Background: an optimization exercise with open tools, aiming at small area, a short achievable clock period and few clock cycles. Do not read the settings as production practice.
The RTL was checked by simulation tests, not by an equivalence proof against the original design.
No activity file was given, so power comes from the tool's default toggle rates.

$ cat config.mk
export PLATFORM = sky130hd
export DESIGN_NAME = cpu
export DESIGN_NICKNAME = cpu
export VERILOG_FILES = /design/flow/design.v
export SDC_FILE = /design/flow/constraint.sdc
export NUM_CORES = 4
export LEC_CHECK = 0
export CAP_MARGIN = 30
export CORE_MARGIN = 2
export CORE_UTILIZATION = 40
export CTS_BUF_LIST = sky130_fd_sc_hd__clkbuf_8
export SLEW_MARGIN = 30
$ cat constraint.sdc
create_clock -name core_clock -period 22.0 [get_ports {clk}]
set_input_delay 4.4000 -clock core_clock [delete_from_list [all_inputs] [get_ports {clk}]]
set_output_delay 4.4000 -clock core_clock [all_outputs]
set_load 0.01 [all_outputs]
$ cat design.v
module cpu (
    input  wire        clk,
    input  wire        reset,
    output wire [31:0] mem_addr,
    output wire [31:0] mem_wdata,
    output wire        mem_we,
    input  wire [31:0] mem_rdata
);
    reg  [31:0] ma;                  
    reg  [31:0] wd;                  
    reg         we;                  
    reg         isf0, isf1, isf2;    
    reg  [31:0] fsave;               
    reg  [31:0] pc;                  
    reg  [31:0] ir;
    reg         irv;
    reg         boot;                
    reg         l1v, l2v, l3v;
    reg  [4:0]  l1r, l2r, l3r;
    reg  [1:0]  l1t, l2t, l3t;       
    reg  [1:0]  sk;                  
    reg  [1:0]  rmw;                 
    reg         rmwh;                
    reg  [31:0] da;                  
    reg  [31:0] rf [0:31];           
    reg  [31:0] rv;                  
    assign mem_addr  = ma;
    assign mem_wdata = wd;
    assign mem_we    = we;
    function [32:0] dec(input [31:0] w);
        reg [5:0] o, f;
        reg rtype, r_add, r_sub, r_and, r_slt, r_sll, r_srl, r_sra, r_sllv, r_srav, r_jr, r_brk;
        reg i_addi, i_slti, i_lui, i_ld, i_sw, i_sp, i_br, i_j, i_jal;
        reg r_shift, w_rd, w_rt, writes, i_mem;
        reg [4:0] dest;
        begin
            o = w[31:26];
            f = w[5:0];
            rtype  = (o == 6'h00);
            r_add  = rtype & (f == 6'h20);
            r_sub  = rtype & (f == 6'h22);
            r_and  = rtype & (f == 6'h24);
            r_slt  = rtype & (f == 6'h2A);
            r_sll  = rtype & (f == 6'h00);
            r_srl  = rtype & (f == 6'h02);
            r_sra  = rtype & (f == 6'h03);
            r_sllv = rtype & (f == 6'h04);
            r_srav = rtype & (f == 6'h07);
            r_jr   = rtype & (f == 6'h08);
            r_brk  = rtype & (f == 6'h0D);
            i_addi = (o == 6'h08) | (o == 6'h09);
            i_slti = (o == 6'h0A);
            i_lui  = (o == 6'h0F);
            i_ld   = (o == 6'h23) | (o == 6'h21) | (o == 6'h20);
            i_sw   = (o == 6'h2A);
            i_sp   = (o == 6'h29) | (o == 6'h28);     
            i_br   = (o[5:2] == 4'b0001);             
            i_j    = (o == 6'h02);
            i_jal  = (o == 6'h03);
            r_shift = r_sll | r_srl | r_sra | r_sllv | r_srav;
            w_rd   = r_add | r_sub | r_and | r_slt | r_shift;
            w_rt   = i_addi | i_slti | i_lui;
            writes = w_rd | w_rt | i_jal;
            dest   = w_rd ? w[15:11] : (w_rt ? w[20:16] : 5'd31);
            i_mem  = i_ld | i_sw | i_sp;
            dec[0]     = r_and;
            dec[1]     = r_slt | i_slti;
            dec[2]     = r_sllv | r_srav;               
            dec[3]     = r_sll | r_sllv;                
            dec[4]     = r_sra | r_srav;                
            dec[5]     = r_jr;
            dec[6]     = r_brk;
            dec[7]     = i_lui;
            dec[8]     = i_ld;
            dec[9]     = i_sw;
            dec[10]    = i_sp;
            dec[11]    = i_br;
            dec[12]    = i_j | i_jal;
            dec[13]    = i_jal;
            dec[14]    = r_shift;
            dec[15]    = writes;
            dec[20:16] = dest;
            dec[21]    = ~(i_j | i_jal);                
            dec[22]    = rtype | i_br | i_sw | i_sp;    
            dec[23]    = writes | i_ld;                 
            dec[28:24] = i_ld ? w[20:16] : dest;        
            dec[29]    = i_addi | i_slti | i_mem;       
            dec[30]    = r_sub | r_slt | i_slti | i_br;  
            dec[31]    = i_mem;
            dec[32]    = i_br | i_j | i_jal | r_jr;
        end
    endfunction
    reg  [32:0] ctl;
    wire [5:0]  op  = ir[31:26];
    wire [4:0]  rs  = ir[25:21];
    wire [4:0]  rt  = ir[20:16];
    wire [4:0]  sh  = ir[10:6];
    wire [15:0] imm = ir[15:0];
    wire [31:0] sext = {{16{imm[15]}}, imm};
    wire r_and   = ctl[0];
    wire slt_any = ctl[1];
    wire sh_var  = ctl[2];
    wire sh_left = ctl[3];
    wire sh_arith= ctl[4];
    wire r_jr    = ctl[5];
    wire r_brk   = ctl[6];
    wire i_lui   = ctl[7];
    wire i_ld    = ctl[8];
    wire i_sw    = ctl[9];
    wire i_sp    = ctl[10];
    wire i_br    = ctl[11];
    wire i_jj    = ctl[12];
    wire i_jal   = ctl[13];
    wire r_shift = ctl[14];
    wire writes  = ctl[15];
    wire [4:0] dest = ctl[20:16];
    wire uses_rs = ctl[21];
    wire uses_rt = ctl[22];
    wire d_wr    = ctl[23];
    wire [4:0] d_dest = ctl[28:24];
    wire use_imm = ctl[29];
    wire do_sub  = ctl[30];
    wire e_mem   = ctl[31];
    wire e_ctl   = ctl[32];
    wire [4:0]  ars = mem_rdata[25:21];
    wire [4:0]  art = mem_rdata[20:16];
    wire [31:0] pra = rv[ars] ? rf[ars] : ((ars == 5'd29) ? 32'd227 : 32'd0);
    wire [31:0] prb = rv[art] ? rf[art] : ((art == 5'd29) ? 32'd227 : 32'd0);
    reg  [31:0] ra, rb;
    wire hz1 = l1v & ((uses_rs & (rs == l1r)) | (uses_rt & (rt == l1r)) | (d_wr & (d_dest == l1r)));
    wire hz2 = l2v & ((uses_rs & (rs == l2r)) | (uses_rt & (rt == l2r)) | (d_wr & (d_dest == l2r)));
    wire hz3 = l3v & (writes | (uses_rs & (rs == l3r)) | (uses_rt & (rt == l3r)));
    wire rmw_end = (rmw == 2'd3);
    wire hzm     = ((rmw != 2'd0) & e_mem) | (rmw_end & e_ctl);
    wire e_ok = irv & ~hz1 & ~hz2 & ~hz3 & ~hzm;
    wire [31:0] bop = use_imm ? sext : rb;
    wire [31:0] sum = ra + (do_sub ? ~bop : bop) + {31'd0, do_sub};
    wire lt = (ra[31] ^ bop[31]) ? ra[31] : sum[31];
    wire eq = (ra == rb);
    wire [31:0] shv = sh_var ? ra : rb;
    wire [4:0]  sha = sh_var ? rb[4:0] : sh;
    function [31:0] rev(input [31:0] x);
        integer k;
        begin
            for (k = 0; k < 32; k = k + 1) rev[k] = x[31-k];
        end
    endfunction
    wire [31:0] shx  = sh_left ? rev(shv) : shv;
    wire        shf  = sh_arith & shv[31];
    wire [63:0] shy  = {{32{shf}}, shx} >> sha;
    wire [31:0] shres = sh_left ? rev(shy[31:0]) : shy[31:0];
    wire [31:0] pc4 = pc + 32'd4;
    wire [31:0] pc8 = pc + 32'd8;
    wire [3:0]  pc8h = pc8[31:28];
    reg [31:0] res;
    always @(*) begin
        if (r_and)               res = ra & rb;
        else if (slt_any)        res = {31'd0, lt};
        else if (i_lui)          res = {imm, 16'd0};
        else if (r_shift)        res = shres;
        else if (i_jal)          res = pc4;
        else                     res = sum;
    end
    reg taken;
    always @(*) begin
        case (op[1:0])
            2'b00: taken = eq;           
            2'b01: taken = ~eq;          
            2'b10: taken = lt | eq;      
            default: taken = ~(lt | eq);  
        endcase
    end
    wire [31:0] btgt = pc4 + {sext[29:0], 2'b00};
    wire [31:0] jtgt = {pc4[31:28], ir[25:0], 2'b00};
    wire [31:0] tgt  = r_jr ? ra : (r_brk ? pc : btgt);    
    wire [1:0] nfl  = {1'b0, isf2} + {1'b0, isf1} + {1'b0, isf0};    
    wire short_br   = (imm[15:2] == 14'd0) & (imm[1:0] != 2'd0) & (imm[1:0] < nfl);
    wire btaken     = e_ok & i_br & taken;
    wire skip       = btaken & short_br;
    wire redirect   = (btaken & ~short_br) | (e_ok & (r_jr | r_brk));
    wire skipping   = skip | (sk != 2'd0);           
    wire consume  = e_ok;
    wire memop    = e_ok & e_mem;
    wire ir_free  = ~irv | consume;
    wire ir_load  = isf2 & ~redirect & ~skipping & ir_free;
    wire drop     = isf2 & ~redirect & ~skipping & ~ir_free;
    wire pj       = ir_load & (mem_rdata[31:27] == 5'b00001);
    wire [3:0]  pjh = irv ? pc8h : pc4[31:28];           
    wire [31:0] pjt = {pjh, mem_rdata[25:0], 2'b00};
    wire kill     = redirect | drop | pj;
    wire [31:0] fpc = isf0 ? ma + 32'd4 : fsave;
    wire [31:0] fa  = redirect ? tgt : (pj ? pjt : (drop ? pc4 : fpc));
    reg [31:0] ldata;
    always @(*) begin
        case (l3t)
            2'd2:    ldata = mem_rdata;
            2'd1:    ldata = {16'd0, mem_rdata[15:0]};
            default: ldata = {24'd0, mem_rdata[7:0]};
        endcase
    end
    wire        wen   = l3v | (e_ok & writes);
    wire [4:0]  waddr = l3v ? l3r : dest;
    wire [31:0] wdat  = l3v ? ldata : res;
    always @(posedge clk) begin
        if (wen) rf[waddr] <= wdat;
    end
    always @(posedge clk) begin
        if (boot)     rv <= 32'd0;
        else if (wen) rv[waddr] <= 1'b1;
    end
    always @(posedge clk or posedge reset) begin
        if (reset) begin
            ma   <= 32'd0;
            we   <= 1'b0;
            isf0 <= 1'b1;
            isf1 <= 1'b0;
            isf2 <= 1'b0;
            irv  <= 1'b0;
            boot <= 1'b1;
            l1v  <= 1'b0;
            l2v  <= 1'b0;
            l3v  <= 1'b0;
            rmw  <= 2'd0;
            sk   <= 2'd0;
        end else begin
            if (skip)            sk <= imm[1:0] - {1'b0, isf2};
            else if (isf2 & (sk != 2'd0)) sk <= sk - 2'd1;
            ma   <= rmw_end ? da : (memop ? sum : fa);
            we   <= (e_ok & i_sw) | rmw_end;
            isf0 <= ~(memop | rmw_end);
            isf1 <= isf0 & ~kill;
            isf2 <= isf1 & ~kill;
            if (ir_load)      irv <= 1'b1;
            else if (consume) irv <= 1'b0;
            boot <= 1'b0;
            l1v  <= e_ok & i_ld;
            l2v  <= l1v;
            l3v  <= l2v;
            if (e_ok & i_sp)  rmw <= 2'd1;
            else if (rmw != 2'd0) rmw <= rmw + 2'd1;
        end
    end
    always @(posedge clk) begin
        fsave <= fa;
        if (boot)          pc <= 32'd0;
        else if (redirect | skip) pc <= tgt;
        else if (consume)  pc <= i_jj ? jtgt : pc4;
        if (ir_load) begin
            ir  <= mem_rdata;
            ctl <= dec(mem_rdata);
            ra  <= (wen & (waddr == ars)) ? wdat : pra;
            rb  <= (wen & (waddr == art)) ? wdat : prb;
        end else begin
            if (wen & (waddr == rs)) ra <= wdat;
            if (wen & (waddr == rt)) rb <= wdat;
        end
        l1r <= rt;
        l1t <= op[1] ? 2'd2 : (op[0] ? 2'd1 : 2'd0);
        l2r <= l1r;  l2t <= l1t;
        l3r <= l2r;  l3t <= l2t;
        if (e_ok & i_sp) begin
            da   <= sum;
            rmwh <= op[0];
        end
        if (e_ok & (i_sw | i_sp))  wd <= rb;
        else if (rmw_end)          wd <= rmwh ? {mem_rdata[31:16], wd[15:0]}    
                                              : {mem_rdata[31:8],  wd[7:0]};    
    end
endmodule
$ cat flow/run.sh
#!/bin/bash
# Own layout flow: the standard synthesis unchanged, then the standard
# layout with a larger setup-slack margin for ORFS's repair_timing, so that the
# layout is optimised for a clock well below the 22 ns it is signed off at.
# Each step's full output goes to a log file in the work folder.
set -euo pipefail
bash standard.sh synth > synth.log 2>&1
bash standard.sh SETUP_SLACK_MARGIN=16 finish > layout.log 2>&1
$ cat standard.sh
#!/bin/bash
# synth_recipe.tcl (not shown) runs the flow's synth.tcl, then flattens the netlist and writes it again
# the make line also repeats each setting of config.mk as NAME=value (left out here)
make -C /OpenROAD-flow-scripts/flow DESIGN_CONFIG=/design/flow/config.mk WORK_HOME=/design/flow/orfs CLKGATE_MAP_FILE= SYNTH_SCRIPT=/design/flow/synth_recipe.tcl "${@:-finish}"
==> flow_metrics.env, run 1 <==
export IMPL_grt_overflow=0
export IMPL_synth_cell_types=98
export IMPL_path_buf_inv=2
export IMPL_synth_edf_count=1214
export IMPL_die_area_mm2=0.187
export IMPL_detail_route_antenna_nets=0
export IMPL_drtIter0Drc=7424
export IMPL_fmax_mhz=163
export IMPL_worstSetupPathType="primary input to flop"
export IMPL_ir_worst_vdd_mv=0.101
export IMPL_synth_nets=5062
export IMPL_cts_made_buffers=230
export IMPL_use_met1=0.382
export IMPL_clk_pin_slew_ns=0.06
export IMPL_die_h_um=432
export IMPL_nFillCells=15800
export IMPL_finalCritPeriodShare=0.279
export IMPL_viasPerCell=6.65
export IMPL_powerDensity_mw_per_mm2=120
export IMPL_drive_gt1_frac=0.293
export IMPL_cts_tree="done"
export IMPL_synthFlopType="edfxtp_1"
export IMPL_syn_avg_cell_area_um2=14.9
export IMPL_busiest_layer="met2"
export IMPL_timing_hold_ws_ns=0.327
export IMPL_io_buffers=98
export IMPL_rows=157
export IMPL_hold_buffers=0
export IMPL_cts_buffer_depth=3
export IMPL_cpMaxStageDelayCell="a222oi_1"
export IMPL_cts_root_buf="clkbuf_8"
export IMPL_route_detailed_wl_per_inst_um=37.0
export IMPL_grt_pass1_wl_mm=392
export IMPL_grt_setup_unrepaired="yes"
export IMPL_hold_path_class="flop to flop"
export IMPL_place_inst=7204
export IMPL_post_place_ws_ns=12.54
export IMPL_grt_pass1_vias=49800
export IMPL_leakage_uw=0.0286
export IMPL_rrSetupSlack_ns=16.06
export IMPL_crit_path_max_fanout=32
export IMPL_syn2layout_area_growth_pct=15.1
export IMPL_finalWirelength_mm=287
export IMPL_grt_max_degree=97
export IMPL_clkLatencyLatePin_ns=1.01
export IMPL_hold_viol=0
export IMPL_fin_skew_ns=0.0774
export IMPL_setup_ws_ns=15.86
export IMPL_synth_warning_count=1
export IMPL_nNetsFinal=5293
export IMPL_start_util=0.401
export IMPL_ys_seq_area_frac=0.545
export IMPL_cts_sinks=1376
export IMPL_async_flop_share=0.0327
export IMPL_ctsHtreeMaxLevel=4
export IMPL_hpwl_mm=169
export IMPL_critPathLaunchType="primary input"
export IMPL_drcViolationCount=0
export IMPL_slowest_delay_ns=0.64
export IMPL_die_w_um=432
export IMPL_endpoint_kind="flop"
export IMPL_ioPinCount=99
export IMPL_stdcell_count=7751
export IMPL_grt_util_met2=0.470
export IMPL_gp_congestion=1.02
export IMPL_cap_violations=0
export IMPL_period_minus_slack_ns=6.14
export IMPL_syn_inst=4920
export IMPL_cp_required_ns=22.56
export IMPL_first_pass_iters=8
export IMPL_syn_cell_area_mm2=0.0733
export IMPL_track_usage=0.302
export IMPL_synth_seq_cells=1376
export IMPL_worst_pin_slew_ns=1.09
export IMPL_crit_arrival_ns=6.70
export IMPL_setup_tns_final_ns=0
export IMPL_finalSetupViolations=0
export IMPL_status="finished clean"
export IMPL_slew_viol_final=0
export IMPL_cp_cell_sequence="clkdlybuf4s50_1 > a222oi_1 > o21a_1 > inv_1"
export IMPL_num_vias=51500
export IMPL_max_slew_margin_rel=0.264
export IMPL_cp_top_family="compound AO/OA/AOI/OAI gates"
export IMPL_grt_antenna_before_repair=28
export IMPL_core_area_mm2=0.182
export IMPL_gr_usage_met3=0.0738
## synth_stat cells (105+ instances only)
master | count | area share
a21oi_1 | 219 | 0.015
clkbuf_1 | 243 | 0.012
dfxtp_1 | 117 | 0.032
edfxtp_1 | 1214 | 0.50
ha_1 | 105 | 0.018
mux2i_1 | 184 | 0.025
mux4_2 | 696 | 0.21
nand2_1 | 287 | 0.015
nor2_1 | 301 | 0.015
o21ai_0 | 194 | 0.013
xnor2_1 | 125 | 0.015
## final timing paths
kind / start / end / cells after the start
setup / recovery: mem_rdata[6] / rf[8][6] / 4
hold / removal: l2t[0] / l3t[0] / 0
setup reg to reg: rb[0] / rf[3][26] / 14
hold reg to reg: l2t[0] / l3t[0] / 0
max in group asynchronous: reset / ma[16] / 3
min in group asynchronous: reset / l2v / 3
## cell families after synthesis
group	count (synthesis)	synth area share
multiplexers	937	0.248
XOR/XNOR	206	0.0246
adder cells (fa/ha/maj)	108	0.0188
buffers and inverters	462	0.0245
AND/OR/NAND/NOR	957	0.0608
other	1	0.0000512
flip-flops	1376	0.545
AO/OA/AOI/OAI	873	0.0782
## final cells by class
cell class	count	area [um^2]	share of cell area
clock buffer	239	3290	0.0390
clock inverter	191	1330	0.0157
timing repair inverter	11	82.6	0.000979
tap	2385	2980	0.0354
inverter	96	467	0.00553
antenna	17	42.5	0.000504
multi-input combinational	3086	32400	0.384
sequential	1376	39900	0.474
timing repair buffer	350	3800	0.0451
## cell usage in the layout (no fill, tap or decap), types with 21 or more instances in the layout
master	n
nand2b_1	21
mux2i_1	176
inv_1	143
clkinv_2	32
a31oi_1	43
edfxtp_1	1214
nand4_1	35
buf_2	63
xor2_1	81
dfrtp_1	35
nor2_1	264
a21o_1	42
or3_1	38
a211oi_1	35
nand3_1	50
mux2_2	55
and2_1	29
mux4_2	696
nor3_1	61
nor2_4	35
nor4_1	35
clkinv_1	59
o211ai_1	38
o21ai_0	151
nand2_1	284
buf_16	26
o21a_1	39
a21oi_1	214
dfxtp_1	117
buf_4	190
ha_1	104
o21ai_1	52
clkinvlp_4	21
clkbuf_8	239
xnor2_1	121
and3_1	26
## per-layer routing
metal	up-vias	part of all wire
li1	20500	-
met1	26600	0.36
met2	3558	0.46
met3	885	0.11
met4	16	0.070
met5	-	0.00042
## registers in the layout, indices dropped and copies added (netlist names), 28 cells and up
signal and cells:
da 32, ctl 33, ra 32, pc 32, rf 1024, wd 32, ir 28, fsave 32
rb 32, ma 32, rv 32
## repair_timing
action / CTS / global route
gates cloned: 28 / 12
pin swaps: 5 / 7
resized for setup: 380 / 57
buffers inserted: 28 / 32
endpoints found under the setup margin: 367 / 413
## where the power goes
group | total, uW | leakage (uW) | internal [uW] | switching, uW
sequential | 3780 | 0.0126 | 3460 | 320
clock | 2310 | 0.00261 | 1190 | 1120
combinational | 4020 | 0.0134 | 1320 | 2700
## worst register-to-register path, stage by stage, from the launching register on
cell	delay (ns)
edfxtp_1	0.68
mux2i_2	0.41
mux2i_1	0.30
fa_1	0.26
nor2b_1	0.07
o21a_1	0.18
o21ai_0	0.23
a21boi_0	0.33
o311ai_0	0.57
a21oi_1	0.23
a211oi_1	0.78
xnor2_1	0.28
nor2_1	0.28
o31a_2	0.50
clkinvlp_4	0.44
## metrics by stage
step                      total power [uW]  utilization  area [um^2]
after floorplan                       5980            -        74500
after global placement                7520        0.425        77600
after detailed placement              7560        0.427        77900
after CTS                             9920        0.458        83600
after global routing                 10400        0.462        84300
final                                10100        0.462        84300
Testbench counts, summed over its fixed seeds: cycles 28,911.
==> run 2, diff against run 1 <==
--- a/config.mk
+++ b/config.mk
@@ -8,5 +8,4 @@
 export CAP_MARGIN = 30
 export CORE_MARGIN = 2
 export CORE_UTILIZATION = 40
-export CTS_BUF_LIST = sky130_fd_sc_hd__clkbuf_8
 export SLEW_MARGIN = 30
==> run 2 against run 1 <==
Area after synthesis did not move. Flip-flop and latch count did not move. Cell count fell by 1.6%. Sequential share of layout area fell by 0.89 points. Via count rose by 0.49%. Register-to-register slack got worse by 0.05 ns. Critical path depth rose by 6. Largest cell class unchanged. Design area rose by 1.9%. Critical endpoint is now rb[22].
==> flow_metrics.env, run 2 <==
export IMPL_hold_path_class="flop to flop"
export IMPL_finalWirelength_mm=294
export IMPL_fmax_mhz=164
export IMPL_synth_cell_types=98
export IMPL_drcViolationCount=0
export IMPL_grt_overflow=0
export IMPL_top_register="rf"
export IMPL_worst_pin_slew_ns=1.14
export IMPL_die_w_um=432
export IMPL_detail_route_antenna_nets=0
export IMPL_syn_avg_cell_area_um2=14.9
export IMPL_synth_most_common_cell="edfxtp_1"
export IMPL_yosys_area_top_type="edfxtp_1"
export IMPL_nNetsFinal=5248
export IMPL_viasPerCell=6.79
export IMPL_grt_antenna_before_repair=29
export IMPL_post_place_ws_ns=12.54
export IMPL_largestRegisters="rf x1024, ctl x33"
export IMPL_endpoint_kind="flop"
export IMPL_ys_seq_area_frac=0.545
export IMPL_cts_root_buf="clkbuf_16"
export IMPL_final_common_cell="edfxtp_1"
export IMPL_syn2layout_area_growth_pct=17.3
export IMPL_slew_viol_final=0
export IMPL_synth_xor_area_share=0.0246
export IMPL_rrSetupSlack_ns=16.01
export IMPL_num_vias=51800
export IMPL_synthAdderAreaFrac=0.0188
export IMPL_die_h_um=432
export IMPL_drive_gt1_frac=0.283
export IMPL_yosys_area_share_simple=0.0608
export IMPL_track_usage=0.309
export IMPL_largest_reg_flops=1024
export IMPL_cts_made_buffers=152
export IMPL_worstSetupPathType="primary input to flop"
export IMPL_async_flop_share=0.0327
export IMPL_leakage_uw=0.0290
export IMPL_critPathLaunchType="primary input"
export IMPL_cap_violations=0
export IMPL_first_pass_iters=6
export IMPL_max_slew_margin_rel=0.239
export IMPL_clk_pin_slew_ns=0.06
export IMPL_start_util=0.401
export IMPL_finalCritPeriodShare=0.277
export IMPL_drtIter0Drc=7623
export IMPL_die_area_mm2=0.187
export IMPL_synth_edf_count=1214
export IMPL_io_buffers=98
export IMPL_synthFlopType="edfxtp_1"
export IMPL_syn_cell_area_mm2=0.0733
export IMPL_finalSetupViolations=0
export IMPL_route_detailed_wl_per_inst_um=38.5
export IMPL_cts_sinks=1376
export IMPL_synth_compound_area_frac=0.0782
export IMPL_timing_hold_ws_ns=0.322
export IMPL_grt_setup_unrepaired="yes"
export IMPL_grt_max_degree=67
export IMPL_crit_arrival_ns=6.62
export IMPL_synth_nets=5062
export IMPL_gp_congestion=1.02
export IMPL_synthTopCellsByCount="edfxtp_1, mux4_2, nor2_1"
export IMPL_ioPinCount=99
export IMPL_synth_area_top_cells="edfxtp_1, mux4_2, dfxtp_1"
export IMPL_synth_seq_cells=1376
export IMPL_powerDensity_mw_per_mm2=122
export IMPL_setup_tns_final_ns=0
export IMPL_grt_pass1_wl_mm=400
export IMPL_status="finished clean"
export IMPL_syn_inst=4920
export IMPL_grt_pass1_vias=50000
export IMPL_hold_buffers=0
export IMPL_synth_top_area_share=0.498
export IMPL_synth_warning_count=1
export IMPL_hpwl_mm=169
export IMPL_ir_worst_vdd_mv=0.0960
export IMPL_clkLatencyLatePin_ns=0.82
export IMPL_crit_path_max_fanout=6
export IMPL_hold_viol=0
export IMPL_cts_buffer_depth=3
export IMPL_cts_tree="done"
export IMPL_fin_skew_ns=0.0623
export IMPL_period_minus_slack_ns=6.09
export IMPL_p_total_uw=10400
export IMPL_ctsHtreeMaxLevel=4
export IMPL_synthMuxAreaShare=0.248
export IMPL_synth_top_family_by_area="multiplexers"
export IMPL_layout_common_cells="edfxtp_1, mux4_2, nand2_1"
export IMPL_setup_ws_ns=15.91
export IMPL_fin_util=0.471
export IMPL_core_area_mm2=0.182
export IMPL_rows=157
export IMPL_cp_required_ns=22.53
==> run 2: cell types whose count changed in the layout (fill, tap and decap cells not counted), moves of 6 or more <==
cell	delta
clkbuf_8	-236
clkinv_1	-31
dlygate4sd2_1	+62
buf_16	+20
buf_4	-13
clkbuf_1	+24
clkbuf_16	+162
or3_1	-6
or3_4	+6
o21ai_2	+6
buf_2	-62
buf_12	+8
buf_6	+6
inv_1	-70
==> run 2: cell families (layout without fill, tap and decap cells) <==
logic type,Yosys count,after routing
AO/OA/AOI/OAI,873,874
adder cells (fa/ha/maj),108,108
other,1,14
multiplexers,937,937
flip-flops,1376,1376
AND/OR/NAND/NOR,957,960
XOR/XNOR,206,206
buffers and inverters,462,767
==> run 2: worst max-delay path, stage by stage <==
cell,delay (ns)
buf_16,0.11
buf_12,0.13
mux4_2,0.51
mux4_2,0.54
mux2i_4,0.19
buf_12,0.18
buf_16,0.18
buf_12,0.15
nor3_2,0.04
a21o_1,0.17
==> run 2: worst paths after layout <==
| kind | cells past startpoint | startpoint | end |
|---|---|---|---|
| setup / recovery | 10 | mem_rdata[16] | rb[22] |
| hold / removal | 0 | l2t[1] | l3t[1] |
| setup reg to reg | 13 | rb[6] | rf[16][21] |
| hold reg to reg | 0 | l2t[1] | l3t[1] |
| max in group asynchronous | 3 | reset | ma[22] |
| min in group asynchronous | 3 | reset | l2v |
==> run 2: layer usage <==
metal,up-vias,GRT usage,wire (um)
li1,20400,-,-
met1,26700,0.387,104000
met2,3693,0.477,134000
met3,905,0.0818,33600
met4,18,0.197,21800
met5,-,0,127
==> run 2: what timing repair did <==
action                     in CTS  in global routing
cloned                         48                 16
pin swaps                       7                 17
buffers inserted               48                 20
gates resized for setup       248                 62
setup endpoints to repair     593                330
==> run 2: layout make-up <==
cell class	count	area, um^2
timing repair inverter	13	97.6
sequential	1376	39900
inverter	96	450
clock buffer	183	4040
timing repair buffer	381	4870
tap	2385	2980
clock inverter	94	1060
fill	15500	96500
multi-input combinational	3086	32500
antenna	13	32.5
==> run 2: metrics by stage <==
step	instance area (um^2)	std cells
after floorplan	74500	4920
after global placement	77600	7197
after detailed placement	77900	7204
after CTS	85200	7577
after global routing	85900	7614
final	86000	7627
==> run 2: power by group <==
part	switching, uW	internal, uW	total [uW]	leakage, uW
sequential	323	3450	3780	0.0126
clock	1110	1500	2610	0.00248
combinational	2720	1340	4060	0.0139
==> run 3, diff against run 2 <==
--- a/flow/run.sh
+++ b/flow/run.sh
@@ -5,4 +5,4 @@
 # Each step's full output goes to a log file in the work folder.
 set -euo pipefail
 bash standard.sh synth > synth.log 2>&1
-bash standard.sh SETUP_SLACK_MARGIN=16 finish > layout.log 2>&1
+bash standard.sh SETUP_SLACK_MARGIN=15 finish > layout.log 2>&1
--- a/config.mk
+++ b/config.mk
@@ -8,4 +8,5 @@
 export CAP_MARGIN = 30
 export CORE_MARGIN = 2
 export CORE_UTILIZATION = 40
+export CTS_BUF_LIST = sky130_fd_sc_hd__clkbuf_8
 export SLEW_MARGIN = 30
==> run 3 against run 2 <==
Still clean. Synthesized cell count is the same. Critical path depth shrank 1. First-iteration DRC count shrank 19%. Register-to-register slack lost 0.67 ns. Flip-flop and latch count is the same. Critical path type unchanged. Highest routed layer is now met4.
==> flow_metrics.env, run 3 <==
export IMPL_crit_arrival_ns=7.68
export IMPL_fin_skew_ns=0.0805
export IMPL_largest_reg_flops=1024
export IMPL_top_register="rf"
export IMPL_synth_edf_count=1214
export IMPL_cts_buffer_depth=3
export IMPL_cts_sinks=1376
export IMPL_hold_buffers=0
export IMPL_max_slew_margin_rel=0.293
export IMPL_syn_cell_area_mm2=0.0733
export IMPL_cap_violations=0
export IMPL_status="finished clean"
export IMPL_drtIter0Drc=6154
export IMPL_fin_util=0.450
export IMPL_grt_setup_unrepaired="no"
export IMPL_crit_path_max_fanout=42
export IMPL_first_pass_iters=8
export IMPL_viasPerCell=6.46
export IMPL_grt_overflow=0
export IMPL_grt_pass1_wl_mm=366
export IMPL_worst_pin_slew_ns=1.05
export IMPL_ctsHtreeMaxLevel=4
export IMPL_final_common_cell="edfxtp_1"
export IMPL_synth_cell_types=98
export IMPL_grt_antenna_before_repair=9
export IMPL_synth_warning_count=1
export IMPL_ir_worst_vdd_mv=0.0774
export IMPL_leakage_uw=0.0275
export IMPL_die_w_um=432
export IMPL_finalCritPeriodShare=0.316
export IMPL_multi_input_area_mm2=0.0321
export IMPL_core_area_mm2=0.182
export IMPL_async_flop_share=0.0327
export IMPL_drcViolationCount=0
export IMPL_drive_gt1_frac=0.252
export IMPL_powerDensity_mw_per_mm2=118
export IMPL_num_vias=49200
export IMPL_syn_avg_cell_area_um2=14.9
export IMPL_critPathLaunchType="primary input"
export IMPL_cts_made_buffers=225
export IMPL_largestRegisters="rf x1024, ctl x33"
export IMPL_synth_top_area_share=0.498
export IMPL_syn_inst=4920
export IMPL_endpoint_kind="flop"
export IMPL_die_area_mm2=0.187
export IMPL_hold_viol=0
export IMPL_finalWirelength_mm=260
export IMPL_slew_viol_final=0
export IMPL_grt_pass1_vias=48600
export IMPL_cts_root_buf="clkbuf_8"
export IMPL_track_usage=0.277
export IMPL_period_minus_slack_ns=6.95
export IMPL_detail_route_antenna_nets=0
export IMPL_cp_required_ns=22.73
export IMPL_synth_seq_cells=1376
export IMPL_seq_power_share=0.389
export IMPL_finalSetupViolations=0
export IMPL_die_h_um=432
export IMPL_p_switching_uw=3830
export IMPL_rrSetupSlack_ns=15.34
export IMPL_grt_max_degree=89
export IMPL_synth_area_top_cells="edfxtp_1, mux4_2, dfxtp_1"
export IMPL_switching_share=0.394
export IMPL_clk_pin_slew_ns=0.07
export IMPL_clkPwrFrac=0.231
export IMPL_hold_path_class="flop to flop"
export IMPL_yosys_area_top_type="edfxtp_1"
export IMPL_cts_tree="done"
export IMPL_synth_nets=5062
export IMPL_fmax_mhz=144
export IMPL_synthFlopType="edfxtp_1"
export IMPL_worstSetupPathType="primary input to flop"
export IMPL_layout_common_cells="edfxtp_1, mux4_2, nand2_1"
export IMPL_synth_most_common_cell="edfxtp_1"
export IMPL_syn2layout_area_growth_pct=12.0
export IMPL_route_detailed_wl_per_inst_um=34.1
export IMPL_setup_tns_final_ns=0
export IMPL_nFillCells=15900
export IMPL_combPwrFrac=0.380
export IMPL_gp_congestion=1.03
export IMPL_hpwl_mm=160
export IMPL_p_int_uw=5880
export IMPL_ioPinCount=99
export IMPL_register_area_mm2=0.0399
export IMPL_io_buffers=98
export IMPL_nNetsFinal=5163
export IMPL_clkLatencyLatePin_ns=1.01
export IMPL_ys_seq_area_frac=0.545
export IMPL_synthTopCellsByCount="edfxtp_1, mux4_2, nor2_1"
export IMPL_rows=157
export IMPL_start_util=0.401
-- run 3: cell counts after synthesis --
Identical to the previous run, type by type.
-- run 3: what timing repair did --
action / 4_1_cts / 5_1_grt
setup endpoints to repair: 38 / 77
resized for setup: 15 / 17
setup buffers: 0 / 1
cloned: 1 / 0
-- run 3: logic make-up after synthesis --
| family | after synthesis | synth area share |
|---|---|---|
| xor+xnor | 206 | 0.0246 |
| flops | 1376 | 0.545 |
| other cells | 1 | 0.0000512 |
| simple gates | 957 | 0.0608 |
| fa+ha+maj | 108 | 0.0188 |
| mux | 937 | 0.248 |
| compound gates | 873 | 0.0782 |
| buf+inv | 462 | 0.0245 |
-- run 3: metal layers --
metal	up-vias	global-route usage	share of wire
met5	-	0	0
li1	20200	-	-
met4	0	0.135	0.053
met2	2880	0.441	0.47
met1	25500	0.362	0.38
met3	581	0.0580	0.094
-- run 3: final timing paths --
kind / end / cells after the start / startpoint
min reg2reg: l2t[1] / 0 / l1t[1]
min: l2t[1] / 0 / l1t[1]
max in group asynchronous: l3v / 3 / reset
max reg2reg: ra[10] / 20 / ctl[29]
max: rb[0] / 9 / mem_rdata[18]
min in group asynchronous: ma[25] / 3 / reset
-- run 3: power groups by stage --
stage	logic, uW	clock network, uW	registers (uW)
final	3690	2240	3780
after global routing	3920	2390	3790
after CTS	3590	2280	3770
after detailed placement	3570	0	3820
after global placement	3540	0	3810
after floorplan	2260	0	3670
-- run 3: area by class of cell --
cell class,instances,area share
multi-input cells,3082,0.391
flip-flops and latches,1376,0.487
diodes,11,0.000335
inverters,96,0.00462
repair buffers,240,0.0270
well taps,2385,0.0364
clock inverters,176,0.0140
clock buffers,241,0.0404
-- run 3: critical path, stage by stage --
cell,delay (ns)
clkdlybuf4s50_1,0.87
clkinv_8,0.48
mux4_2,0.69
mux2i_4,0.16
buf_6,0.44
nor2_1,0.11
nor2_1,0.14
nor2_1,0.06
a21o_1,0.17
-- run 3: stage by stage --
| step | total power [uW] | setup slack [ns] | cells | hold slack (ns) | cell area (um^2) |
|---|---|---|---|---|---|
| after CTS | 9640 | 14.97 | 7593 | 0.307 | 81900 |
| after floorplan | 5930 | 15.00 | 4920 | 0.310 | 73400 |
| after detailed placement | 7390 | 13.16 | 7175 | 0.312 | 77400 |
| after global placement | 7360 | 13.11 | 7175 | 0.311 | 77300 |
| final | 9710 | 15.05 | 7607 | 0.300 | 82100 |
| after global routing | 10100 | 15.02 | 7603 | 0.326 | 82100 |
==> run 4, diff against run 3 <==
--- a/flow/run.sh
+++ b/flow/run.sh
@@ -5,4 +5,4 @@
 # Each step's full output goes to a log file in the work folder.
 set -euo pipefail
 bash standard.sh synth > synth.log 2>&1
-bash standard.sh SETUP_SLACK_MARGIN=15 finish > layout.log 2>&1
+bash standard.sh SETUP_SLACK_MARGIN=16 finish > layout.log 2>&1
--- a/config.mk
+++ b/config.mk
@@ -7,6 +7,7 @@
 export LEC_CHECK = 0
 export CAP_MARGIN = 30
 export CORE_MARGIN = 2
-export CORE_UTILIZATION = 40
+export CORE_UTILIZATION = 50
 export CTS_BUF_LIST = sky130_fd_sc_hd__clkbuf_8
+export PLACE_DENSITY = 0.7
 export SLEW_MARGIN = 30
==> run 4 against run 3 <==
Area after synthesis unchanged. Wire length is 4.8% higher. Worst setup slack improved by 0.87 ns.
==> flow_metrics.env, run 4 <==
export IMPL_status="finished clean"
export IMPL_finalSetupViolations=0
export IMPL_viasPerCell=7.18
export IMPL_yosys_area_top_type="edfxtp_1"
export IMPL_synth_area_top_cells="edfxtp_1, mux4_2, dfxtp_1"
export IMPL_largest_reg_flops=1024
export IMPL_setup_tns_final_ns=0
export IMPL_cpMaxStageDelayCell="a222oi_1"
export IMPL_cts_buffer_depth=3
export IMPL_cts_tree="done"
export IMPL_hold_viol=0
export IMPL_grt_antenna_before_repair=15
export IMPL_worst_pin_slew_ns=1.09
export IMPL_cts_sinks=1376
export IMPL_synth_compound_area_frac=0.0782
export IMPL_grt_max_degree=81
export IMPL_syn2layout_area_growth_pct=13.8
export IMPL_max_slew_margin_rel=0.276
export IMPL_syn_inst=4920
export IMPL_die_w_um=387
export IMPL_num_vias=52000
export IMPL_largestRegisters="rf x1024, ctl x33"
export IMPL_fin_util=0.572
export IMPL_leakage_uw=0.0284
export IMPL_setup_ws_ns=15.92
export IMPL_cap_violations=0
export IMPL_start_util=0.503
export IMPL_ir_worst_vdd_mv=0.0856
export IMPL_crit_arrival_ns=6.70
export IMPL_grt_pass1_vias=49900
export IMPL_critPathLaunchType="primary input"
export IMPL_ys_seq_area_frac=0.545
export IMPL_synthTopCellsByCount="edfxtp_1, mux4_2, nor2_1"
export IMPL_slew_viol_final=0
export IMPL_grt_setup_unrepaired="yes"
export IMPL_route_detailed_wl_per_inst_um=37.6
export IMPL_synth_cell_types=98
export IMPL_first_pass_iters=7
export IMPL_cp_top_family="compound AO/OA/AOI/OAI gates"
export IMPL_synth_most_common_cell="edfxtp_1"
export IMPL_powerDensity_mw_per_mm2=119
export IMPL_clkLatencyLatePin_ns=1.02
export IMPL_track_usage=0.354
export IMPL_synth_xor_area_share=0.0246
export IMPL_rows=140
export IMPL_top_register="rf"
export IMPL_layout_common_cells="edfxtp_1, mux4_2, nand2_1"
export IMPL_gp_congestion=1.03
export IMPL_drive_gt1_frac=0.292
export IMPL_cts_root_buf="clkbuf_8"
export IMPL_drcViolationCount=0
export IMPL_die_h_um=387
export IMPL_synth_top_family_by_area="multiplexers"
export IMPL_synthAdderAreaFrac=0.0188
export IMPL_synth_top_area_share=0.498
export IMPL_clk_pin_slew_ns=0.07
export IMPL_ctsHtreeMaxLevel=4
export IMPL_async_flop_share=0.0327
export IMPL_hpwl_mm=158
export IMPL_grt_overflow=0
export IMPL_synth_nets=5062
export IMPL_ioPinCount=99
export IMPL_path_buf_inv=2
export IMPL_hold_buffers=0
export IMPL_fin_skew_ns=0.0821
export IMPL_synthFlopType="edfxtp_1"
export IMPL_final_common_cell="edfxtp_1"
export IMPL_slowest_delay_ns=0.75
export IMPL_die_area_mm2=0.150
export IMPL_nNetsFinal=5269
export IMPL_detail_route_antenna_nets=0
export IMPL_syn_cell_area_mm2=0.0733
export IMPL_grt_pass1_wl_mm=373
export IMPL_syn_avg_cell_area_um2=14.9
export IMPL_crit_path_max_fanout=16
export IMPL_synthMuxAreaShare=0.248
export IMPL_timing_hold_ws_ns=0.333
export IMPL_synth_warning_count=1
export IMPL_drtIter0Drc=8544
export IMPL_synth_seq_cells=1376
export IMPL_endpoint_kind="flop"
export IMPL_io_buffers=98
export IMPL_period_minus_slack_ns=6.08
export IMPL_core_area_mm2=0.146
export IMPL_hold_path_class="flop to flop"
export IMPL_synth_edf_count=1214
export IMPL_fmax_mhz=164
export IMPL_yosys_area_share_simple=0.0608
export IMPL_post_place_ws_ns=12.78
export IMPL_finalWirelength_mm=272
export IMPL_worstSetupPathType="primary input to flop"
export IMPL_cp_cell_sequence="clkdlybuf4s50_1 > a222oi_1 > o21a_2 > clkinvlp_4"
export IMPL_cp_required_ns=22.61
export IMPL_cts_made_buffers=217
export IMPL_finalCritPeriodShare=0.277
## run 4: cell counts after synthesis
No cell type changed its count.
## run 4: area by class of cell
class / count / area (um^2)
flip-flops and latches: 1376 / 39900
fillers: 11100 / 62200
clock buffers: 228 / 3140
inverters: 96 / 453
repair inverters: 10 / 77.6
well taps: 1917 / 2400
clock inverters: 177 / 1240
repair buffers: 341 / 3710
diodes: 11 / 27.5
multi-input cells: 3085 / 32400
## run 4: report_power, final
part,switching (uW),internal (uW)
sequential,281,3450
clock,1100,1120
combinational,2650,1330
## run 4: metrics by stage
| step | std cells | cell area [um^2] | power, uW |
|---|---|---|---|
| 6_report | 7241 | 83300 | 9940 |
| 5_1_grt | 7232 | 83300 | 10300 |
| 4_1_cts | 7197 | 82600 | 9730 |
| 3_5_place_dp | 6717 | 77000 | 7450 |
| 3_3_place_gp | 6716 | 76900 | 7410 |
| 2_1_floorplan | 4920 | 74500 | 5980 |
## run 4: routing by layer
metal	share of wire	GRT usage
met5	0.00026	0
met3	0.14	0.102
met1	0.35	0.469
met4	0.065	0.201
met2	0.44	0.525
## run 4: final timing paths
check | start | end | slack [ns] | depth (start not counted)
worst max-delay path | mem_rdata[6] | rf[2][6] | 15.92 | 4
max in group asynchronous | reset | ma[8] | 17.66 | 2
min in group asynchronous | reset | irv | 3.82 | 2
worst min-delay path | l1t[0] | l2t[0] | 0.33 | 0
worst min register to register | l1t[0] | l2t[0] | 0.33 | 0
worst max register to register | rb[2] | rf[11][21] | 15.98 | 13
## run 4: repair_timing
item,in CTS,in global routing
setup endpoints to repair,665,350
setup buffers,46,18
gates resized for setup,379,47
gates cloned,29,14
pin swaps,6,8
## run 4: cells by family after synthesis
kind of cell / count (synthesis)
flops: 1376
mux: 937
xor+xnor: 206
buf+inv: 462
simple gates: 957
fa+ha+maj: 108
other cells: 1
compound gates: 873
==> run 5, diff against run 4 <==
--- a/flow/run.sh
+++ b/flow/run.sh
@@ -5,4 +5,4 @@
 # Each step's full output goes to a log file in the work folder.
 set -euo pipefail
 bash standard.sh synth > synth.log 2>&1
-bash standard.sh SETUP_SLACK_MARGIN=16 finish > layout.log 2>&1
+bash standard.sh SETUP_SLACK_MARGIN=16.5 finish > layout.log 2>&1
--- a/config.mk
+++ b/config.mk
@@ -7,7 +7,5 @@
 export LEC_CHECK = 0
 export CAP_MARGIN = 30
 export CORE_MARGIN = 2
-export CORE_UTILIZATION = 50
-export CTS_BUF_LIST = sky130_fd_sc_hd__clkbuf_8
-export PLACE_DENSITY = 0.7
+export CORE_UTILIZATION = 40
 export SLEW_MARGIN = 30
==> run 5 against run 4 <==
Sequential share of layout area decreased by 2.8 points. Largest cell class unchanged. Register-to-register slack gained 0.42 ns. Sequential power hardly changed. Cell count grew 7.2%. Area after synthesis unchanged. Clock-buffer cell count down 36.
==> flow_metrics.env, run 5 <==
export IMPL_period_minus_slack_ns=6.06
export IMPL_synth_edf_count=1214
export IMPL_die_area_mm2=0.187
export IMPL_grt_overflow=0
export IMPL_synth_most_common_cell="edfxtp_1"
export IMPL_rrSetupSlack_ns=16.40
export IMPL_synth_nets=5062
export IMPL_fmax_mhz=165
export IMPL_worstSetupPathType="primary input to flop"
export IMPL_cp_cell_sequence="buf_16 > buf_16 > mux4_2 > mux4_2 > mux2i_4 > buf_12 > buf_12 > buf_16 > or3_1 > o21ai_1"
export IMPL_setup_ws_ns=15.94
export IMPL_slew_viol_final=0
export IMPL_ys_seq_area_frac=0.545
export IMPL_crit_path_max_fanout=10
export IMPL_die_w_um=432
export IMPL_first_pass_iters=9
export IMPL_setup_tns_final_ns=0
export IMPL_worst_pin_slew_ns=1.14
export IMPL_finalSetupViolations=0
export IMPL_cts_made_buffers=151
export IMPL_ir_worst_vdd_mv=0.0798
export IMPL_synthMuxAreaShare=0.248
export IMPL_synthTopCellsByCount="edfxtp_1, mux4_2, nor2_1"
export IMPL_syn2layout_area_growth_pct=21.0
export IMPL_top_register="rf"
export IMPL_stdcell_count=7764
export IMPL_crit_arrival_ns=6.61
export IMPL_num_vias=52800
export IMPL_grt_setup_unrepaired="yes"
export IMPL_hold_buffers=0
export IMPL_p_total_uw=10700
export IMPL_synth_top_area_share=0.498
export IMPL_synth_cell_types=98
export IMPL_cpMaxStageDelayCell="mux4_2"
export IMPL_syn_cell_area_mm2=0.0733
export IMPL_cts_root_buf="clkbuf_16"
export IMPL_timing_hold_ws_ns=0.327
export IMPL_largestRegisters="rf x1024, ctl x33"
export IMPL_fin_skew_ns=0.0601
export IMPL_startpoint="mem_rdata[21]"
export IMPL_finalCritPeriodShare=0.275
export IMPL_crit_path_frequent_cell="buf_16"
export IMPL_drcViolationCount=0
export IMPL_ioPinCount=99
export IMPL_powerDensity_mw_per_mm2=121
export IMPL_post_place_ws_ns=12.77
export IMPL_clk_pin_slew_ns=0.06
export IMPL_yosys_area_top_type="edfxtp_1"
export IMPL_grt_antenna_before_repair=18
export IMPL_leakage_uw=0.0301
export IMPL_cts_tree="done"
export IMPL_start_util=0.401
export IMPL_hold_viol=0
export IMPL_reg2reg_to="rb[4]"
export IMPL_cp_required_ns=22.56
export IMPL_async_flop_share=0.0327
export IMPL_cap_violations=0
export IMPL_drive_gt1_frac=0.334
export IMPL_yosys_area_share_simple=0.0608
export IMPL_status="finished clean"
export IMPL_r2r_start="rb[0]"
export IMPL_synth_xor_area_share=0.0246
export IMPL_route_detailed_wl_per_inst_um=38.9
export IMPL_largest_reg_flops=1024
export IMPL_synth_warning_count=1
export IMPL_synth_area_top_cells="edfxtp_1, mux4_2, dfxtp_1"
export IMPL_nNetsFinal=5387
export IMPL_io_buffers=98
export IMPL_place_inst=7203
export IMPL_hpwl_mm=172
export IMPL_syn_inst=4920
export IMPL_grt_max_degree=64
export IMPL_reg2reg_depth=15
export IMPL_critPathLaunchType="primary input"
export IMPL_endpoint_kind="flop"
export IMPL_clkLatencyLatePin_ns=0.85
export IMPL_final_common_cell="edfxtp_1"
export IMPL_detail_route_antenna_nets=0
export IMPL_rows=157
export IMPL_drtIter0Drc=8316
export IMPL_cts_buffer_depth=3
export IMPL_hold_path_class="flop to flop"
export IMPL_grt_pass1_vias=50800
export IMPL_viasPerCell=6.80
export IMPL_synth_compound_area_frac=0.0782
export IMPL_cts_sinks=1376
export IMPL_synth_top_family_by_area="multiplexers"
export IMPL_layout_common_cells="edfxtp_1, mux4_2, nand2_1"
export IMPL_slowest_delay_ns=0.52
export IMPL_die_h_um=432
export IMPL_max_slew_margin_rel=0.239
export IMPL_synthAdderAreaFrac=0.0188
export IMPL_ctsHtreeMaxLevel=4
export IMPL_syn_avg_cell_area_um2=14.9
export IMPL_synthFlopType="edfxtp_1"
export IMPL_grt_pass1_wl_mm=409
export IMPL_finalWirelength_mm=302
export IMPL_synth_seq_cells=1376
export IMPL_gp_congestion=1.06
export IMPL_track_usage=0.318
export IMPL_crit_path_end="ra[31]"
export IMPL_core_area_mm2=0.182
[run 5: cell counts after synthesis]
No cell type changed its count.
[run 5: power by group]
| part | leakage (uW) | internal, uW | total, uW | switching [uW] |
|---|---|---|---|---|
| clock | 0.00239 | 1470 | 2580 | 1120 |
| sequential | 0.0126 | 3450 | 3750 | 303 |
| combinational | 0.0151 | 1530 | 4350 | 2820 |
[run 5: cells by family after synthesis]
group,after synthesis
compound gates,873
xor+xnor,206
fa+ha+maj,108
buf+inv,462
flops,1376
mux,937
other cells,1
simple gates,957
[run 5: critical path: cells and delay by family]
kind / cells / cell delay (ns)
muxes: 3 / 1.23
buffers and inverters: 5 / 0.77
AOI/OAI and AO/OA: 1 / 0.06
and+or+nand+nor: 1 / 0.13
[run 5: worst min path at each step]
stage,startpoint,to,cells past startpoint
floorplan,l1t[0],l2t[0],0
global placement,l2t[1],l3t[1],0
detailed placement,l1t[0],l2t[0],0
CTS,l2t[0],l3t[0],0
global route,l2t[0],l3t[0],0
finish,l2t[0],l3t[0],0
[run 5: timing repair]
item / CTS / global route
gates resized for setup: 695 / 115
pin swaps: 92 / 57
gates cloned: 81 / 13
setup buffers: 137 / 42
setup endpoints to repair: 891 / 731
[run 5: layout make-up]
type / count / area (um^2)
antenna: 12 / 30.0
clock buffer: 192 / 3990
clock inverter: 83 / 1010
fill: 15200 / 93900
inverter: 96 / 465
multi-input combinational: 3092 / 33500
sequential: 1376 / 39900
tap: 2385 / 2980
timing repair buffer: 510 / 6520
timing repair inverter: 18 / 151
[run 5: per-layer routing]
metal / global-route usage / share of wire / routed length (um) / vias up
li1: - / - / - / 20700
met3: 0.0676 / 0.11 / 34100 / 881
met5: 0 / 0.00033 / 100 / -
met2: 0.475 / 0.44 / 134000 / 3887
met1: 0.418 / 0.36 / 110000 / 27300
met4: 0.213 / 0.080 / 24200 / 8
[run 5: metrics by stage]
step / area (um^2) / util
3_3_place_gp: 77800 / 0.426
6_report: 88600 / 0.485
5_1_grt: 88600 / 0.485
2_1_floorplan: 75000 / -
4_1_cts: 87400 / 0.479
3_5_place_dp: 78000 / 0.427
==> run 6, diff against run 5 <==
--- a/design.v
+++ b/design.v
@@ -22,6 +22,9 @@
     reg  [1:0]  rmw;                 
     reg         rmwh;                
     reg  [31:0] da;                  
+    reg  [4:0]  rmw_rs;              
+    reg  [11:0] rmw_imm;             
+    reg         rmw_ok;              
     reg  [31:0] rf [0:31];           
     reg  [31:0] rv;                  
     assign mem_addr  = ma;
@@ -131,7 +134,10 @@
     wire hz2 = l2v & ((uses_rs & (rs == l2r)) | (uses_rt & (rt == l2r)) | (d_wr & (d_dest == l2r)));
     wire hz3 = l3v & (writes | (uses_rs & (rs == l3r)) | (uses_rt & (rt == l3r)));
     wire rmw_end = (rmw == 2'd3);
-    wire hzm     = ((rmw != 2'd0) & e_mem) | (rmw_end & e_ctl);
+    wire [11:0] rmw_d = imm[11:0] - rmw_imm;
+    wire rmw_ovl = (rmw_d >= 12'hFFD) | (rmw_d <= 12'h001);
+    wire ld_ok   = i_ld & rmw_ok & (rs == rmw_rs) & ~rmw_ovl & ~rmw_end;
+    wire hzm     = (((rmw != 2'd0) & e_mem) & ~ld_ok) | (rmw_end & e_ctl);
     wire e_ok = irv & ~hz1 & ~hz2 & ~hz3 & ~hzm;
     wire [31:0] bop = use_imm ? sext : rb;
     wire [31:0] sum = ra + (do_sub ? ~bop : bop) + {31'd0, do_sub};
@@ -259,8 +265,13 @@
         l2r <= l1r;  l2t <= l1t;
         l3r <= l2r;  l3t <= l2t;
         if (e_ok & i_sp) begin
-            da   <= sum;
-            rmwh <= op[0];
+            da      <= sum;
+            rmwh    <= op[0];
+            rmw_rs  <= rs;
+            rmw_imm <= imm[11:0];
+            rmw_ok  <= 1'b1;
+        end else if (wen & (waddr == rmw_rs)) begin
+            rmw_ok  <= 1'b0;
         end
         if (e_ok & (i_sw | i_sp))  wd <= rb;
         else if (rmw_end)          wd <= rmwh ? {mem_rdata[31:16], wd[15:0]}    
--- a/flow/run.sh
+++ b/flow/run.sh
@@ -5,4 +5,4 @@
 # Each step's full output goes to a log file in the work folder.
 set -euo pipefail
 bash standard.sh synth > synth.log 2>&1
-bash standard.sh SETUP_SLACK_MARGIN=16.5 finish > layout.log 2>&1
+bash standard.sh SETUP_SLACK_MARGIN=16 finish > layout.log 2>&1
--- a/config.mk
+++ b/config.mk
@@ -7,5 +7,7 @@
 export LEC_CHECK = 0
 export CAP_MARGIN = 30
 export CORE_MARGIN = 2
-export CORE_UTILIZATION = 40
+export CORE_UTILIZATION = 50
+export CTS_BUF_LIST = sky130_fd_sc_hd__clkbuf_8
+export PLACE_DENSITY = 0.7
 export SLEW_MARGIN = 30
==> run 6 against run 5 <==
Sequential share of layout area up 2.7 points. Critical path depth down 9. Critical endpoint is now mem_wdata[1]. Design area down 4.3%.
==> flow_metrics.env, run 6 <==
export IMPL_status="finished clean"
export IMPL_critPathLaunchType="flop"
export IMPL_slew_viol_final=0
export IMPL_cap_violations=0
export IMPL_top_register="rf"
export IMPL_cp_required_ns=17.60
export IMPL_drive_gt1_frac=0.299
export IMPL_synth_seq_cells=1394
export IMPL_cts_buffer_depth=3
export IMPL_period_minus_slack_ns=6.14
export IMPL_fin_area_mm2=0.0848
export IMPL_powerDensity_mw_per_mm2=116
export IMPL_ys_seq_area_frac=0.543
export IMPL_crit_arrival_ns=1.74
export IMPL_gp_congestion=1.02
export IMPL_seq_power_share=0.387
export IMPL_synthTopCellsByCount="edfxtp_1, mux4_2, nor2_1"
export IMPL_hold_path_class="flop to flop"
export IMPL_syn2layout_area_growth_pct=13.9
export IMPL_setup_ws_ns=15.86
export IMPL_grt_pass1_vias=49700
export IMPL_drtIter0Drc=8338
export IMPL_viasPerCell=7.00
export IMPL_cts_root_buf="clkbuf_8"
export IMPL_switching_share=0.392
export IMPL_ioPinCount=99
export IMPL_first_pass_iters=11
export IMPL_p_int_uw=5980
export IMPL_num_vias=51300
export IMPL_placement_cell_area_mm2=0.0783
export IMPL_rows=141
export IMPL_yosys_area_top_type="edfxtp_1"
export IMPL_drcViolationCount=0
export IMPL_nFillCells=11300
export IMPL_slowest_delay_ns=0.54
export IMPL_finalCritPeriodShare=0.279
export IMPL_clkPwrFrac=0.229
export IMPL_cts_sinks=1394
export IMPL_worstSetupPathType="flop to output port"
export IMPL_synth_warning_count=1
export IMPL_fin_skew_ns=0.0648
export IMPL_core_area_mm2=0.148
export IMPL_synth_nets=5149
export IMPL_r2r_start="rb[12]"
export IMPL_grt_antenna_before_repair=12
export IMPL_route_detailed_wl_per_inst_um=35.1
export IMPL_cts_made_buffers=224
export IMPL_grt_setup_unrepaired="yes"
export IMPL_startpoint="wd[1]"
export IMPL_nNetsFinal=5367
export IMPL_track_usage=0.334
export IMPL_combPwrFrac=0.384
export IMPL_largest_reg_flops=1024
export IMPL_hold_viol=0
export IMPL_cp_top_family="flip-flops"
export IMPL_syn_inst=4995
export IMPL_hpwl_mm=148
export IMPL_leakage_uw=0.0292
export IMPL_synth_most_common_cell="edfxtp_1"
export IMPL_cp_cell_sequence="buf_2"
export IMPL_die_area_mm2=0.152
export IMPL_grt_pass1_wl_mm=361
export IMPL_grt_max_degree=64
export IMPL_layout_common_cells="edfxtp_1, mux4_2, nor2_1"
export IMPL_start_util=0.504
export IMPL_hp_start="l2t[0]"
export IMPL_worst_pin_slew_ns=1.14
export IMPL_synth_cell_types=95
export IMPL_syn_avg_cell_area_um2=14.9
export IMPL_fin_util=0.574
export IMPL_p_switching_uw=3850
export IMPL_p_total_uw=9830
export IMPL_cpMaxStageDelayCell="edfxtp_1"
export IMPL_ctsHtreeMaxLevel=4
export IMPL_synth_top_area_share=0.496
export IMPL_syn_cell_area_mm2=0.0745
export IMPL_ir_worst_vdd_mv=0.0778
export IMPL_cts_tree="done"
export IMPL_finalSetupViolations=0
export IMPL_die_w_um=390
export IMPL_fmax_mhz=163
export IMPL_synth_edf_count=1231
export IMPL_clkLatencyLatePin_ns=1.00
export IMPL_grt_overflow=0
export IMPL_setup_tns_final_ns=0
export IMPL_largestRegisters="rf x1024, ctl x33"
export IMPL_clk_pin_slew_ns=0.07
export IMPL_die_h_um=390
export IMPL_finalWirelength_mm=258
export IMPL_async_flop_share=0.0323
export IMPL_path_buf_inv=1
export IMPL_final_common_cell="edfxtp_1"
export IMPL_post_place_ws_ns=13.19
export IMPL_crit_path_max_fanout=1
export IMPL_io_buffers=98
export IMPL_endpoint_kind="output port"
export IMPL_max_slew_margin_rel=0.229
export IMPL_detail_route_antenna_nets=0
export IMPL_synthFlopType="edfxtp_1"
export IMPL_synth_area_top_cells="edfxtp_1, mux4_2, mux2i_1"
run 6: cell types whose count changed in the layout (fill, tap and decap cells not counted), moves of 40 or more:
cell       previous run  this run
clkbuf_8              1       234
mux2i_1             166       227
nor2_1              253       309
o21ai_0             123       175
clkbuf_16           161        11
buf_16               66        17
inv_1                70       155
buf_4               240       140
o21ai_1              51         3
buf_12               52        12
run 6: power by group through the flow:
stage	Sequential, uW	Clock [uW]	Combinational, uW
finish	3800	2250	3770
global route	3800	2380	3990
CTS	3780	2270	3580
detailed placement	3850	0	3490
global placement	3850	0	3440
floorplan	3700	0	2330
run 6: final cells by class:
type / count / area [um^2] / share of cell area
multi-input cells: 3144 / 33200 / 0.391
well taps: 1930 / 2410 / 0.0285
repair inverters: 8 / 60.1 / 0.000708
diodes: 2 / 5.00 / 0.0000590
repair buffers: 332 / 3740 / 0.0441
flip-flops and latches: 1394 / 40500 / 0.477
clock inverters: 181 / 1250 / 0.0147
clock buffers: 232 / 3190 / 0.0377
inverters: 109 / 474 / 0.00559
run 6: cell families (layout without fill, tap and decap cells):
kind of cell	count (synthesis)	in the layout	share of synthesized area
xor gates and xnor gates	228	228	0.0268
DFF	1394	1394	0.543
adders and majority gates	120	120	0.0206
buffers and inverters	459	862	0.0242
other	1	3	0.0000504
and+or+nand+nor	1008	1010	0.0639
AOI/OAI and AO/OA	767	767	0.0667
muxes	1018	1018	0.255
run 6: through the flow:
step / hold slack [ns] / std cells
floorplan: 0.310 / 4995
global placement: 0.315 / 6807
detailed placement: 0.312 / 6810
CTS: 0.329 / 7287
global route: 0.333 / 7331
finish: 0.329 / 7332
run 6: path summary, 6_finish.rpt:
kind	end	slack [ns]	cells after the start
worst max-delay path	mem_wdata[1]	15.86	1
worst min-delay path	l3t[0]	0.33	0
worst max register to register	ra[0]	16.07	16
worst min register to register	l3t[0]	0.33	0
max in group asynchronous	ma[15]	17.68	2
min in group asynchronous	ma[23]	3.84	2
run 6: repair_timing:
| action | CTS | global route |
|---|---|---|
| gates resized for setup | 446 | 78 |
| buffers inserted | 41 | 27 |
| gates cloned | 23 | 14 |
| hold buffers | 0 | 0 |
| pin swaps | 4 | 5 |
| setup endpoints to repair | 1160 | 1076 |
run 6: metal layers:
metal  vias to the layer above  GRT usage  routed length [um]
met5                         -          0                  80
met4                        12      0.180               15900
met3                       801     0.0860               34300
li1                      20600          -                   -
met2                      4000      0.511              116000
met1                     25900      0.440               91000
Testbench counts of run 6, summed over its fixed seeds: cycles 28,638.
==> run 7, diff against run 6 <==
--- a/config.mk
+++ b/config.mk
@@ -7,7 +7,7 @@
 export LEC_CHECK = 0
 export CAP_MARGIN = 30
 export CORE_MARGIN = 2
-export CORE_UTILIZATION = 50
+export CORE_UTILIZATION = 60
 export CTS_BUF_LIST = sky130_fd_sc_hd__clkbuf_8
-export PLACE_DENSITY = 0.7
+export PLACE_DENSITY = 0.8
 export SLEW_MARGIN = 30
==> run 7 against run 6 <==
Total power is essentially flat. Still clean. Highest routed layer unchanged. Clock-buffer cell count shrank 9. Core utilization grew 11 points. Largest cell class unchanged. Critical path type unchanged. Clock skew grew 0.0034 ns. Wire length grew 4.4%.
==> flow_metrics.env, run 7 <==
export IMPL_cts_root_buf="clkbuf_8"
export IMPL_cap_violations=0
export IMPL_cp_required_ns=17.60
export IMPL_cp_cell_sequence="buf_2"
export IMPL_fmax_mhz=164
export IMPL_ir_worst_vdd_mv=0.100
export IMPL_slew_viol_final=0
export IMPL_period_minus_slack_ns=6.11
export IMPL_fin_area_mm2=0.0843
export IMPL_endpoint_kind="output port"
export IMPL_synthFlopType="edfxtp_1"
export IMPL_synth_nets=5149
export IMPL_yosys_area_share_simple=0.0639
export IMPL_largest_reg_flops=1024
export IMPL_synth_edf_count=1231
export IMPL_syn_avg_cell_area_um2=14.9
export IMPL_hold_path_class="flop to flop"
export IMPL_synth_warning_count=1
export IMPL_synthAdderAreaFrac=0.0206
export IMPL_synth_xor_area_share=0.0268
export IMPL_register_area_mm2=0.0405
export IMPL_io_buffers=98
export IMPL_drcViolationCount=0
export IMPL_cts_made_buffers=219
export IMPL_cts_tree="done"
export IMPL_ctsHtreeMaxLevel=4
export IMPL_powerDensity_mw_per_mm2=117
export IMPL_synth_cell_types=95
export IMPL_die_h_um=356
export IMPL_syn_cell_area_mm2=0.0745
export IMPL_grt_pass1_vias=51900
export IMPL_synth_top_family_by_area="multiplexers"
export IMPL_ys_seq_area_frac=0.543
export IMPL_p_total_uw=9840
export IMPL_cts_buffer_depth=3
export IMPL_cp_top_family="flip-flops"
export IMPL_finalWirelength_mm=269
export IMPL_detail_route_antenna_nets=0
export IMPL_path_buf_inv=1
export IMPL_synth_most_common_cell="edfxtp_1"
export IMPL_top_register="rf"
export IMPL_drive_gt1_frac=0.297
export IMPL_ioPinCount=99
export IMPL_critPathLaunchType="flop"
export IMPL_clk_pin_slew_ns=0.06
export IMPL_yosys_area_top_type="edfxtp_1"
export IMPL_fin_skew_ns=0.0683
export IMPL_synthMuxAreaShare=0.255
export IMPL_use_met1=0.525
export IMPL_cpMaxStageDelayCell="edfxtp_1"
export IMPL_async_flop_share=0.0323
export IMPL_core_area_mm2=0.123
export IMPL_layout_common_cells="edfxtp_1, mux4_2, nor2_1"
export IMPL_syn2layout_area_growth_pct=13.1
export IMPL_clkLatencyLatePin_ns=1.02
export IMPL_busiest_layer="met2"
export IMPL_largestRegisters="rf x1024, ctl x33"
export IMPL_finalSetupViolations=0
export IMPL_route_detailed_wl_per_inst_um=38.2
export IMPL_drtIter0Drc=9542
export IMPL_viasPerCell=7.58
export IMPL_hold_viol=0
export IMPL_nFillCells=7937
export IMPL_gr_usage_met3=0.137
export IMPL_syn_inst=4995
export IMPL_grt_antenna_before_repair=10
export IMPL_hpwl_mm=151
export IMPL_fin_util=0.682
export IMPL_synthTopCellsByCount="edfxtp_1, mux4_2, nor2_1"
export IMPL_worstSetupPathType="flop to output port"
export IMPL_cts_sinks=1394
export IMPL_worst_pin_slew_ns=1.11
export IMPL_die_area_mm2=0.127
export IMPL_grt_max_degree=65
export IMPL_finalCritPeriodShare=0.278
export IMPL_grt_util_met2=0.628
export IMPL_hold_buffers=0
export IMPL_gp_congestion=1.05
export IMPL_track_usage=0.420
export IMPL_synth_seq_cells=1394
export IMPL_max_slew_margin_rel=0.261
export IMPL_setup_tns_final_ns=0
export IMPL_start_util=0.603
export IMPL_die_w_um=356
export IMPL_first_pass_iters=10
export IMPL_rows=129
export IMPL_nNetsFinal=5358
export IMPL_synth_compound_area_frac=0.0667
export IMPL_grt_overflow=0
export IMPL_slowest_delay_ns=0.52
export IMPL_status="finished clean"
export IMPL_placement_cell_area_mm2=0.0779
export IMPL_grt_setup_unrepaired="yes"
export IMPL_final_common_cell="edfxtp_1"
export IMPL_timing_hold_ws_ns=0.328
export IMPL_crit_arrival_ns=1.71
export IMPL_leakage_uw=0.0292
export IMPL_synth_top_area_share=0.496
export IMPL_multi_input_area_mm2=0.0332
export IMPL_num_vias=53400
export IMPL_crit_path_max_fanout=1
export IMPL_synth_area_top_cells="edfxtp_1, mux4_2, mux2i_1"
export IMPL_grt_pass1_wl_mm=375
[run 7: cell count changes in the layout (fill, tap and decap cells not counted), sizes merged, moves of 2 or more]
| cell | delta |
|---|---|
| buf | +10 |
| bufinv | +3 |
| clkbuf | -21 |
| clkdlybuf4s15 | +2 |
| clkinv | +8 |
| clkinvlp | -5 |
| diode | +10 |
[run 7: timing repair]
item	4_1_cts	5_1_grt
gates resized for setup	423	71
gates cloned	29	5
setup endpoints to repair	1584	1430
buffers inserted	45	26
pin swaps	4	7
[run 7: cells by family after synthesis]
family | count (synthesis)
AO/OA/AOI/OAI | 767
XOR/XNOR | 228
adder cells (fa/ha/maj) | 120
buffers and inverters | 459
flip-flops | 1394
multiplexers | 1018
other | 1
AND/OR/NAND/NOR | 1008
[run 7: final cells by class]
cell class / instances / share of cell area
clock buffers: 223 / 0.0364
clock inverters: 189 / 0.0155
well taps: 1637 / 0.0243
inverters: 109 / 0.00532
flip-flops and latches: 1394 / 0.480
repair inverters: 5 / 0.000475
multi-input cells: 3144 / 0.394
repair buffers: 331 / 0.0430
diodes: 12 / 0.000356
[run 7: final timing paths]
| check | cells after the start | end | slack (ns) | start |
|---|---|---|---|---|
| max in group asynchronous | 2 | ma[9] | 17.71 | reset |
| max | 1 | mem_wdata[1] | 15.89 | wd[1] |
| min in group asynchronous | 2 | ma[21] | 3.83 | reset |
| max reg2reg | 18 | rb[1] | 16.04 | ir[0] |
| min | 0 | l3t[1] | 0.33 | l2t[1] |
| min reg2reg | 0 | l3t[1] | 0.33 | l2t[1] |
[run 7: through the flow]
stage               setup WS (ns)  std cells
floorplan                   15.20       4995
global placement            12.43       6509
detailed placement          12.33       6512
CTS                         15.88       6998
global route                15.86       7034
finish                      15.89       7044
[run 7: metal layers]
layer / routed length [um] / vias to the layer above
li1: - / 20600
met1: 85300 / 26200
met2: 121000 / 5347
met3: 41300 / 1287
met4: 21200 / 6
met5: 46 / -
[run 7: power by group]
group / total, uW / internal [uW] / switching, uW / leakage [uW]
combinational: 3780 / 1330 / 2450 / 0.0139
clock: 2260 / 1140 / 1110 / 0.00247
sequential: 3800 / 3490 / 310 / 0.0128

[port drivers added, routing unchanged]
No port has a modelled driver above. Below, the same layouts with a new extraction and two added sets of constraints. Step 1 sets driving cells, clkbuf_16 on the clock port and buf_2 on the other inputs (assumed; they add their load-dependent delay and slew). Step 2 also shifts input and output timing later by t, the mid clock arrival at the registers, as if the neighbouring blocks saw the same clock. a / b / c = ideal / step 1 / step 2; a / b = the first two.
| run | t, ns | setup WS [ns] | worst setup path at the end | cell pins on the clock port's net |
|---|---|---|---|---|
| run 1 | 1.066 | 15.857 / 15.778 / 14.841 | input to register | 1 |
| run 2 | 0.882 | 15.910 / 15.752 / 14.870 | input to register | 1 |
| run 3 | 1.041 | 15.051 / 15.101 / 14.060 | input to register | 1 |
| run 4 | 1.052 | 15.917 / 15.816 / 14.764 | input to register | 1 |
| run 5 | 0.911 | 15.944 / 15.675 / 14.764 | input to register | 1 |
| run 6 | 1.044 | 15.861 / 15.788 / 14.806 | input to register | 1 |
| run 7 | 1.050 | 15.890 / 15.700 / 14.650 | input to register | 1 |
After both steps setup and hold are still met in every run listed. For run 7, which loses most, drivers alone change the setup slack by -0.190 ns; drivers and shift together by -1.240 ns.
